Source: an optimization exercise on an open RTL-to-GDS flow (aim: small area and a short achievable clock period). Production flows keep margins and buffers that such runs may drop. RTL that was checked went through simulation tests only; none was proved equivalent to the original.

## before
==> module Subsystem, before the edit <==
module Subsystem
          (clk,
           reset_x,
           clk_enable,
           in1,
           ce_out,
           Out1,
           Out2);
  input   clk;
  input   reset_x;
  input   clk_enable;
  input   signed [15:0] in1;
  output  ce_out;
  output  signed [15:0] Out1;
  output  signed [3:0] Out2;
  logic [15:0] enc_x;       
  logic        enc_v;       
  logic [3:0]  enc_code;    
  logic        enc_vo;      
  logic [6:0]  enc_idx;     
  logic [15:0] enc_pre;     
  logic        pflag;       
  logic [15:0] pre;         
  assign pflag = enc_pre[15] & ~|enc_pre[14:0];
  assign pre   = {enc_pre[15:1], enc_pre[0] | pflag};
  logic [14:0] es;
  step_rom enc_rom (.idx(enc_idx), .step(es));
  logic [15:0] s0, sh1, sh2, sh3;    
  assign s0  = {1'b0, es};
  assign sh1 = {2'b0, es[14:1]};
  assign sh2 = {3'b0, es[14:2]};
  assign sh3 = {4'b0, es[14:3]};
  logic [16:0] ex, ex1;
  pfa2 #(17) u_e (.a({enc_x[15], enc_x}), .b(~{enc_pre[15], enc_pre}), .s0(ex1), .s1(ex));
  logic sgn;
  assign sgn = pflag ? ex1[16] : ex[16];
  logic [15:0] nm;
  assign nm = pflag ? (ex1[16] ? 16'hfffe : ~ex1[15:0]) : (ex[16] ? ex1[15:0] : ~ex[15:0]);
  logic c1, c2, c3, c4, c5, c6, c7;
  logic k1, k2, k4;
  pco #(16) u_c1 (.a(nm), .b(sh2), .co(k1));
  pco #(16) u_c2 (.a(nm), .b(sh1), .co(k2));
  pco #(16) u_c4 (.a(nm), .b(s0),  .co(k4));
  assign c1 = ~k1;
  assign c2 = ~k2;
  assign c4 = ~k4;
  logic [15:0] sa, ca, sb, cb, sc, cc, sd, cd;
  logic        ka, kb, kc, kd;
  csa #(16) u_ra (.a(nm), .b(s0),  .c(sh2), .s(sa), .cy(ca));           
  pco #(16) u_c5 (.a(sa), .b({ca[14:0], 1'b0}), .co(ka));
  assign c5 = ~(ka | ca[15]);
  csa #(16) u_rb (.a(sa), .b({ca[14:0], 1'b0}), .c(sh1), .s(sb), .cy(cb));  
  pco #(16) u_c7 (.a(sb), .b({cb[14:0], 1'b0}), .co(kb));
  assign c7 = ~(kb | ca[15] | cb[15]);
  csa #(16) u_rc (.a(nm), .b(sh1), .c(sh2), .s(sc), .cy(cc));          
  pco #(16) u_c3 (.a(sc), .b({cc[14:0], 1'b0}), .co(kc));
  assign c3 = ~(kc | cc[15]);
  csa #(16) u_rd (.a(nm), .b(s0),  .c(sh1), .s(sd), .cy(cd));           
  pco #(16) u_c6 (.a(sd), .b({cd[14:0], 1'b0}), .co(kd));
  assign c6 = ~(kd | cd[15]);
  logic b2, b1, b0;
  assign b2 = c4;
  assign b1 = b2 ? c6 : c2;
  assign b0 = b2 ? (b1 ? c7 : c5) : (b1 ? c3 : c1);
  logic [15:0] msk;
  assign msk = {16{sgn}};
  logic [15:0] q1, q2, q3, r1, r2, r3, pn;
  logic        pn_co;
  csa #(16) u_p1 (.a(pre), .b(sh3 ^ msk), .c((s0 & {16{b2}}) ^ msk), .s(q1), .cy(r1));
  csa #(16) u_p2 (.a(q1), .b({r1[14:0], sgn}), .c((sh1 & {16{b1}}) ^ msk), .s(q2), .cy(r2));
  csa #(16) u_p3 (.a(q2), .b({r2[14:0], sgn}), .c((sh2 & {16{b0}}) ^ msk), .s(q3), .cy(r3));
  pfa #(16) u_p (.a(q3), .b({r3[14:0], sgn}), .ci(sgn), .s(pn), .co(pn_co));
  logic [6:0] e_idx_n;
  index_updator enc_iu (.idx(enc_idx), .code({b2, b1, b0}), .idx_next(e_idx_n));
  always_ff @(posedge clk) begin
    if (reset_x) begin
      enc_x    <= 16'd0;
      enc_v    <= 1'b0;
      enc_code <= 4'd0;
      enc_vo   <= 1'b0;
      enc_idx  <= 7'd0;
      enc_pre  <= 16'd0;
    end else begin
      enc_x    <= in1;
      enc_v    <= clk_enable;
      enc_code <= {sgn, b2, b1, b0};
      enc_vo   <= enc_v;
      enc_idx  <= e_idx_n;
      enc_pre  <= pn;
    end
  end
  logic [3:0]  dec_code;    
  logic        dec_en;
  logic [6:0]  dec_idx;
  logic [16:0] dec_sum;     
  logic [15:0] dec_out;     
  always_comb begin
    if (dec_sum[16] != dec_sum[15])        dec_out = dec_sum[16] ? 16'h8001 : 16'h7fff;
    else if (dec_sum[15:0] == 16'h8000)    dec_out = 16'h8001;
    else                                   dec_out = dec_sum[15:0];
  end
  logic [14:0] ds;
  step_rom dec_rom (.idx(dec_idx), .step(ds));
  logic [6:0]  d_idx_n;
  index_updator dec_iu (.idx(dec_idx), .code(dec_code[2:0]), .idx_next(d_idx_n));
  logic [15:0] t0, t1, t2, t3;
  assign t0 = {4'd0, ds[14:3]};
  assign t1 = dec_code[2] ? {1'b0, ds} : 16'd0;
  assign t2 = dec_code[1] ? {2'd0, ds[14:1]} : 16'd0;
  assign t3 = dec_code[0] ? {3'd0, ds[14:2]} : 16'd0;
  logic [15:0] cs1, cc1, cs2, cc2, dq;
  logic        dq_co;
  csa #(16) u_d1 (.a(t0), .b(t1), .c(t2), .s(cs1), .cy(cc1));
  csa #(16) u_d2 (.a(cs1), .b({cc1[14:0], 1'b0}), .c(t3), .s(cs2), .cy(cc2));
  pfa #(16) u_dq (.a(cs2), .b({cc2[14:0], 1'b0}), .ci(1'b0), .s(dq), .co(dq_co));
  logic [16:0] sm;
  logic        sm_co;
  pfa #(17) u_o (.a({dec_out[15], dec_out}), .b({dq[15], dq} ^ {17{dec_code[3]}}), .ci(dec_code[3]),
                 .s(sm), .co(sm_co));
  always_ff @(posedge clk) begin
    if (reset_x) begin
      dec_code <= 4'd0;
      dec_en   <= 1'b0;
      dec_idx  <= 7'd0;
      dec_sum  <= 17'd0;
    end else begin
      dec_code <= enc_vo ? enc_code : 4'd0;
      dec_en   <= enc_vo;
      dec_idx  <= d_idx_n;
      dec_sum  <= dec_en ? sm : 17'd0;
    end
  end
  assign Out1   = dec_out;
  assign Out2   = enc_code;
  assign ce_out = clk_enable;
endmodule
make LEC_CHECK=0 ABC_AREA=1 CAP_MARGIN=50 CORE_MARGIN=2 CORE_UTILIZATION=40 SETUP_SLACK_MARGIN=5 SLEW_MARGIN=70 finish   # period 15.0 ns
run.sh (not shown) runs the stock make flow with config.mk's settings and CLKGATE_MAP_FILE= SYNTH_SCRIPT=/design/flow/synth_recipe.tcl, a recipe that flattens the netlist after the stock synthesis.
#### Input delta (after over before)
--- a/flow/design.v
+++ b/flow/design.v
@@ -645,14 +645,15 @@
   assign b1 = b2 ? c6 : c2;
   assign b0 = b2 ? (b1 ? c7 : c5) : (b1 ? c3 : c1);
   logic [15:0] msk;
   assign msk = {16{sgn}};
-  logic [15:0] q1, q2, q3, r1, r2, r3, pn;
-  logic        pn_co;
+  logic [15:0] ts12, v, q1, q2, r1, r2, pn;
+  logic        ts12_co, pn_co;
+  pfa #(16) u_t3 (.a(sh1), .b(sh2), .ci(1'b0), .s(ts12), .co(ts12_co));
+  assign v = b1 ? (b0 ? ts12 : sh1) : (b0 ? sh2 : 16'd0);
   csa #(16) u_p1 (.a(pre), .b(sh3 ^ msk), .c((s0 & {16{b2}}) ^ msk), .s(q1), .cy(r1));
-  csa #(16) u_p2 (.a(q1), .b({r1[14:0], sgn}), .c((sh1 & {16{b1}}) ^ msk), .s(q2), .cy(r2));
-  csa #(16) u_p3 (.a(q2), .b({r2[14:0], sgn}), .c((sh2 & {16{b0}}) ^ msk), .s(q3), .cy(r3));
-  pfa #(16) u_p (.a(q3), .b({r3[14:0], sgn}), .ci(sgn), .s(pn), .co(pn_co));
+  csa #(16) u_p2 (.a(q1), .b({r1[14:0], sgn}), .c(v ^ msk), .s(q2), .cy(r2));
+  pfa #(16) u_p (.a(q2), .b({r2[14:0], sgn}), .ci(sgn), .s(pn), .co(pn_co));
   logic [6:0] e_idx_n;
   index_updator enc_iu (.idx(enc_idx), .code({b2, b1, b0}), .idx_next(e_idx_n));
   always_ff @(posedge clk) begin
     if (reset_x) begin
## What came out
Post-route minimum period ended up 260 ps higher on after than on before. Comparing after with before, the proportion of cell area occupied by registers came out essentially unchanged. Sort after and before by average detailed-routed wire length per instance, descending, and after comes first. after — via count 463 higher, before as reference. before → after: maximum frequency went down 3.1%, area inside the core boundary rose about 2.6%, initial cell density of the core essentially unchanged, clock network contribution to total cell area climbed 0.24 points, non-clock buffer count decreased about 6%. NOTE: global-route usage in after exceeds that of before.
Function not checked in after: the RTL went through the layout flow alone.

[separate check: timing with driven ports]
Ports are ideal in the flow. The routed layouts listed here were re-timed in OpenROAD.
Step 1 sets driving cells, clkbuf_16 on the clock port and buf_2 on the other inputs (assumed; they add their load-dependent delay and slew).
Step 2 also shifts input and output timing later by t, the mid clock arrival at the registers, as if the neighbouring blocks saw the same clock.
Three values: ideal ports, drivers, drivers and shift; two values: the first two.
run	t, ns	setup slack, ns	worst slew at a driven data input, ns
before	0.402	6.841 / 6.841 / 6.841	0.05
after	0.402	6.581 / 6.581 / 6.581	0.05
After both steps every run listed still meets setup and hold.
